Source: an optimization exercise on an open RTL-to-GDS flow (aim: small area). Production flows keep margins and buffers that such runs may drop. Only simulation tests tie the RTL to the original design; equivalence was not proved. The clock port is modelled as an ideal driver; clocking choices that lean on that would not hold on a real chip. Power is estimated from default activity; no workload was simulated.

## top_mac_st
module top_mac_st (clk, rst, accu_rst, a, w, config_aw, z);
	parameter HEADROOM = 4;
	input                    clk;
	input                    rst;
	input                    accu_rst;
	input    [7:0]           a;         
	input    [7:0]           w;         
	input    [1:0]           config_aw;
	output   [15+HEADROOM:0] z;
	reg      [7:0]           a1, w1, a2, w2;
	reg                      rst1;      
	reg                      clr1;      
	reg      [1:0]           cfg;       
	reg      [19:0]          accn;      
	wire     [19:0]          accd;      
	wire c0 = cfg[0];
	wire c1 = cfg[1];
	wire m8, s8, s4, m2, nm2, clr1n;
	mac_inv  u_m8 (.a(c0), .y(m8));                
	assign s8 = m8;
	mac_nor2 u_s4 (.a(m8), .b(c1), .y(s4));        
	mac_and2 u_m2 (.a(c0), .b(c1), .y(m2));        
	assign s2 = m2;
	mac_inv  u_nm2 (.a(m2), .y(nm2));
	mac_inv  u_clr1n (.a(clr1), .y(clr1n));
	wire s2;
	wire pp_0_0_1;
	wire pp_0_1_2;
	wire pp_0_2_3;
	wire pp_0_3_4;
	wire pp_0_4_5;
	wire pp_0_5_6;
	wire pp_0_6_7;
	wire pp_0_7_8;
	wire pp_1_0_9;
	wire pp_1_1_10;
	wire pp_1_2_11;
	wire pp_1_3_12;
	wire pp_1_4_13;
	wire pp_1_5_14;
	wire pp_1_6_15;
	wire pp_1_7_16;
	wire pp_2_0_17;
	wire pp_2_1_18;
	wire pp_2_2_19;
	wire pp_2_3_20;
	wire pp_2_4_21;
	wire pp_2_5_22;
	wire px23;
	wire pp_2_6_24;
	wire pp_2_7_25;
	wire pp_3_0_26;
	wire pp_3_1_27;
	wire pp_3_2_28;
	wire pp_3_3_29;
	wire pp_3_4_30;
	wire pp_3_5_31;
	wire px32;
	wire pp_3_6_33;
	wire pp_3_7_34;
	wire pp_4_0_35;
	wire pp_4_1_36;
	wire pp_4_2_37;
	wire pp_4_3_38;
	wire px39;
	wire pp_4_4_40;
	wire pp_4_5_41;
	wire pp_4_6_42;
	wire pp_4_7_43;
	wire pp_5_0_44;
	wire pp_5_1_45;
	wire pp_5_2_46;
	wire pp_5_3_47;
	wire px48;
	wire pp_5_4_49;
	wire pp_5_5_50;
	wire pp_5_6_51;
	wire pp_5_7_52;
	wire pp_6_0_53;
	wire pp_6_1_54;
	wire px55;
	wire pp_6_2_56;
	wire pp_6_3_57;
	wire px58;
	wire pp_6_4_59;
	wire pp_6_5_60;
	wire pp_6_6_61;
	wire pp_6_7_62;
	wire pp_7_0_63;
	wire pp_7_1_64;
	wire px65;
	wire pp_7_2_66;
	wire pp_7_3_67;
	wire px68;
	wire pp_7_4_69;
	wire pp_7_5_70;
	wire pp_7_6_71;
	wire pp_7_7_72;
	wire hc73;
	wire hs74;
	wire fs75;
	wire fc76;
	wire hc77;
	wire hs78;
  ...
Settings: LEC_CHECK=0, CAP_MARGIN=20, CORE_MARGIN=2, CORE_UTILIZATION=40, SLEW_MARGIN=20, SYNTH_HIERARCHICAL=1; clock period 10.0 ns.
standard.sh (not shown) runs the stock make flow with config.mk's settings and CLKGATE_MAP_FILE= SYNTH_SCRIPT=/design/flow/synth_recipe.tcl, a recipe that flattens the netlist after the stock synthesis.
==> flow/flow/run.sh <==
#!/bin/bash
# Own layout flow: the standard ORFS flow (standard.sh, unchanged synthesis) with
# layout-only changes:
#  - buffers that synthesis inserted are removed at floorplan (REMOVE_ABC_BUFFERS);
#  - port buffers are the smallest buffer (buf_1) instead of clkdlybuf4s50_1;
#  - the clock tree is one clkbuf_16 at the centre of the flip-flops (flow/pre_cts.tcl);
#  - after global routing, cells off the critical paths are downsized (RECOVER_POWER).
set -euo pipefail
export REMOVE_ABC_BUFFERS=1
export BUFFER_PORTS_ARGS="-buffer_cell sky130_fd_sc_hd__buf_1"
export PRE_CTS_TCL="$PWD/flow/pre_cts.tcl"
export CTS_ARGS="-sink_clustering_enable -repair_clock_nets -buf_list sky130_fd_sc_hd__clkbuf_8 -root_buf sky130_fd_sc_hd__clkbuf_8 -dont_use_dummy_load"
export RECOVER_POWER=100
bash standard.sh > standard.log 2>&1
==> flow/flow/pre_cts.tcl <==
# Clock tree of one buffer: the clock port drives one clkbuf_16 placed at the centre of the
# flip-flops, and that buffer drives every flip-flop (all registers see the same clock path).
set block [ord::get_db_block]
set sx 0
set sy 0
set n 0
foreach inst [$block getInsts] {
  if { [string match "sky130_fd_sc_hd__df*" [[$inst getMaster] getName]] } {
    set box [$inst getBBox]
    set sx [expr { $sx + ([$box xMin] + [$box xMax]) / 2.0 }]
    set sy [expr { $sy + ([$box yMin] + [$box yMax]) / 2.0 }]
    incr n
  }
}
set dbu [$block getDefUnits]
set x [expr { $sx / $n / $dbu }]
set y [expr { $sy / $n / $dbu }]
puts "clock buffer at $x $y for $n flip-flops"
insert_buffer -buffer_cell sky130_fd_sc_hd__clkbuf_16 -net clk -buffer_name clkbuf_root -net_name clknet_root -location [list $x $y]
The starting point produced a clean layout.
Rerun with:
--- a/flow/flow/run.sh
+++ b/flow/flow/run.sh
@@ -6 +6 @@
-#  - the clock tree is one clkbuf_16 at the centre of the flip-flops (flow/pre_cts.tcl);
+#  - the clock tree uses clkbuf_8 and no dummy loads;
@@ -11 +10,0 @@
-export PRE_CTS_TCL="$PWD/flow/pre_cts.tcl"
Settings changed: CAP_MARGIN 20 to 0, SLEW_MARGIN 20 to 0.
removed: flow/flow/pre_cts.tcl
Effect: The changed run went through all stages and came out clean; final cell count hardly moves; maximum frequency is about the same; register-to-register slack got worse by 20 ps; total power decreases by 2.1%; design area decreases by 0.68%; clock skew hardly moves; synthesized area does not change.

Starting RTL as in the previous note.
==> flow/config.mk <==
export PLATFORM = sky130hd
export DESIGN_NAME = top_mac_st
export DESIGN_NICKNAME = top_mac_st
export VERILOG_FILES = /design/flow/design.v
export SDC_FILE = /design/flow/constraint.sdc
export NUM_CORES = 4
export LEC_CHECK = 0
export CAP_MARGIN = 20
export CORE_MARGIN = 2
export CORE_UTILIZATION = 40
export SLEW_MARGIN = 20
export SYNTH_HIERARCHICAL = 1
==> flow/constraint.sdc <==
create_clock -name core_clock -period 10.0 [get_ports {clk}]
set_input_delay 2.0000 -clock core_clock [delete_from_list [all_inputs] [get_ports {clk}]]
set_output_delay 2.0000 -clock core_clock [all_outputs]
set_load 0.01 [all_outputs]
==> flow/flow/run.sh <==
#!/bin/bash
# Own layout flow: the standard ORFS flow (standard.sh, unchanged synthesis) with
# layout-only changes:
#  - buffers that synthesis inserted are removed at floorplan (REMOVE_ABC_BUFFERS);
#  - port buffers are the smallest buffer (buf_1) instead of clkdlybuf4s50_1;
#  - the clock tree is built by flow/pre_cts.tcl: a root buffer and three clkbuf_8 leaves;
#  - global placement does not keep the buffers its timing-driven passes insert;
#  - after global routing, cells off the critical paths are downsized (RECOVER_POWER).
set -euo pipefail
export REMOVE_ABC_BUFFERS=1
export BUFFER_PORTS_ARGS="-buffer_cell sky130_fd_sc_hd__buf_1"
export PRE_CTS_TCL="$PWD/flow/pre_cts.tcl"
export CTS_ARGS="-clk_nets clk -buf_list sky130_fd_sc_hd__clkbuf_8 -root_buf sky130_fd_sc_hd__clkbuf_8 -dont_use_dummy_load"
export RECOVER_POWER=100
export GPL_KEEP_OVERFLOW=0
bash standard.sh > standard.log 2>&1
==> flow/flow/pre_cts.tcl <==
set NLEAF 3
set block [ord::get_db_block]
set clknet [$block findNet clk]
set sinks {}
foreach it [$clknet getITerms] {
  set inst [$it getInst]
  set box [$inst getBBox]
  lappend sinks [list [expr { ([$box xMin] + [$box xMax]) / 2 }] [expr { ([$box yMin] + [$box yMax]) / 2 }] $it]
}
set n [llength $sinks]
puts "clock sinks: $n"
# split into groups: k-means on the sink positions, started from an x-sorted split
set sinks [lsort -integer -index 0 $sinks]
set cent {}
for {set g 0} {$g < $NLEAF} {incr g} {
  set lo [expr { $g * $n / $NLEAF }]
  set hi [expr { ($g + 1) * $n / $NLEAF - 1 }]
  set sx 0; set sy 0
  foreach s [lrange $sinks $lo $hi] { set sx [expr { $sx + [lindex $s 0] }]; set sy [expr { $sy + [lindex $s 1] }] }
  set m [expr { $hi - $lo + 1 }]
  lappend cent [list [expr { $sx / $m }] [expr { $sy / $m }]]
}
for {set iter 0} {$iter < 20} {incr iter} {
  set groups {}
  for {set g 0} {$g < $NLEAF} {incr g} { lappend groups {} }
  foreach s $sinks {
    set best 0; set bd -1
    for {set g 0} {$g < $NLEAF} {incr g} {
      set c [lindex $cent $g]
      set d [expr { abs([lindex $s 0] - [lindex $c 0]) + abs([lindex $s 1] - [lindex $c 1]) }]
      if { $bd < 0 || $d < $bd } { set bd $d; set best $g }
    }
    lset groups $best [concat [lindex $groups $best] [list $s]]
  }
  set cent {}
  foreach grp $groups {
    set sx 0; set sy 0
    foreach s $grp { set sx [expr { $sx + [lindex $s 0] }]; set sy [expr { $sy + [lindex $s 1] }] }
    set m [llength $grp]
    if { $m == 0 } { set m 1 }
    lappend cent [list [expr { $sx / $m }] [expr { $sy / $m }]]
  }
}
set leafm [$block getDataBase]
set db [ord::get_db]
set mleaf [$db findMaster sky130_fd_sc_hd__clkbuf_8]
set mroot [$db findMaster sky130_fd_sc_hd__clkbuf_2]
# root buffer at the centre of the leaf buffers
set rx 0; set ry 0
foreach c $cent { set rx [expr { $rx + [lindex $c 0] }]; set ry [expr { $ry + [lindex $c 1] }] }
set rx [expr { $rx / $NLEAF }]; set ry [expr { $ry / $NLEAF }]
set rootnet [odb::dbNet_create $block clknet_root]
$rootnet setSigType CLOCK
set root [odb::dbInst_create $block $mroot clkbuf_root]
$root setLocation [expr { int($rx) }] [expr { int($ry) }]
$root setPlacementStatus PLACED
[$root findITerm A] connect $clknet
[$root findITerm X] connect $rootnet
for {set g 0} {$g < $NLEAF} {incr g} {
  set c [lindex $cent $g]
  set net [odb::dbNet_create $block clknet_leaf_$g]
  $net setSigType CLOCK
  set buf [odb::dbInst_create $block $mleaf clkbuf_leaf_$g]
  $buf setLocation [expr { int([lindex $c 0]) }] [expr { int([lindex $c 1]) }]
  $buf setPlacementStatus PLACED
  [$buf findITerm A] connect $rootnet
  [$buf findITerm X] connect $net
  foreach s [lindex $groups $g] {
    set it [lindex $s 2]
    $it disconnect
    $it connect $net
  }
  puts "leaf $g: [llength [lindex $groups $g]] sinks at $c"
}
Edit:
--- a/flow/flow/run.sh
+++ b/flow/flow/run.sh
@@ -6,2 +6 @@
-#  - the clock tree is built by flow/pre_cts.tcl: a root buffer and three clkbuf_8 leaves;
-#  - global placement does not keep the buffers its timing-driven passes insert;
+#  - the clock tree is built by flow/pre_cts.tcl: three clkbuf_8 buffers driven by the clock port;
@@ -15 +13,0 @@
-export GPL_KEEP_OVERFLOW=0
--- a/flow/flow/pre_cts.tcl
+++ b/flow/flow/pre_cts.tcl
@@ -0,0 +1,4 @@
+# Clock tree built here instead of by TritonCTS: the clock port drives NLEAF clkbuf_8 leaf
+# buffers; the flip-flops are split into NLEAF groups by position and each leaf buffer, placed
+# at the centre of its group, drives one group. Every register's clock goes through one
+# clkbuf_8.
@@ -47,12 +50,0 @@
-set mroot [$db findMaster sky130_fd_sc_hd__clkbuf_2]
-# root buffer at the centre of the leaf buffers
-set rx 0; set ry 0
-foreach c $cent { set rx [expr { $rx + [lindex $c 0] }]; set ry [expr { $ry + [lindex $c 1] }] }
-set rx [expr { $rx / $NLEAF }]; set ry [expr { $ry / $NLEAF }]
-set rootnet [odb::dbNet_create $block clknet_root]
-$rootnet setSigType CLOCK
-set root [odb::dbInst_create $block $mroot clkbuf_root]
-$root setLocation [expr { int($rx) }] [expr { int($ry) }]
-$root setPlacementStatus PLACED
-[$root findITerm A] connect $clknet
-[$root findITerm X] connect $rootnet
@@ -66 +58 @@
-  [$buf findITerm A] connect $rootnet
+  [$buf findITerm A] connect $clknet
Total power increases by about 4%.
Cell count decreases by 2.1%.
Combinational power increases by about 1%.

afterwards: timing with drivers on the ports:
Ports are ideal in the flow. The routed layouts listed here were re-timed in OpenROAD.
Step 1 sets driving cells, clkbuf_16 on the clock port and buf_2 on the other inputs (assumed; they add their load-dependent delay and slew).
Step 2 moves the port delays by t, midway between the first and last clock arrival at a register: inputs arrive t later, outputs are due t later. That takes back most of the time a late clock gives input paths.
a / b / c = ideal / step 1 / step 2; a / b = the first two.
run | shift t [ns] | slack for setup (ns) | slew at the worst register clock pin (ns) | worst slew at a driven data input, ns
the first run of note 1 | 0.434 | 0.536 / 0.536 / 0.536 | 0.11 / 0.11 | 0.03
the second run of note 1 | 0.329 | 0.520 / 0.520 / 0.520 | 0.11 / 0.11 | 0.03
the first run of note 2 | 0.425 | 0.514 / 0.514 / 0.514 | 0.12 / 0.12 | 0.03
the second run of note 2 | 0.438 | 0.560 / 0.560 / 0.560 | 0.11 / 0.11 | 0.03
After both steps every run listed still meets setup and hold.
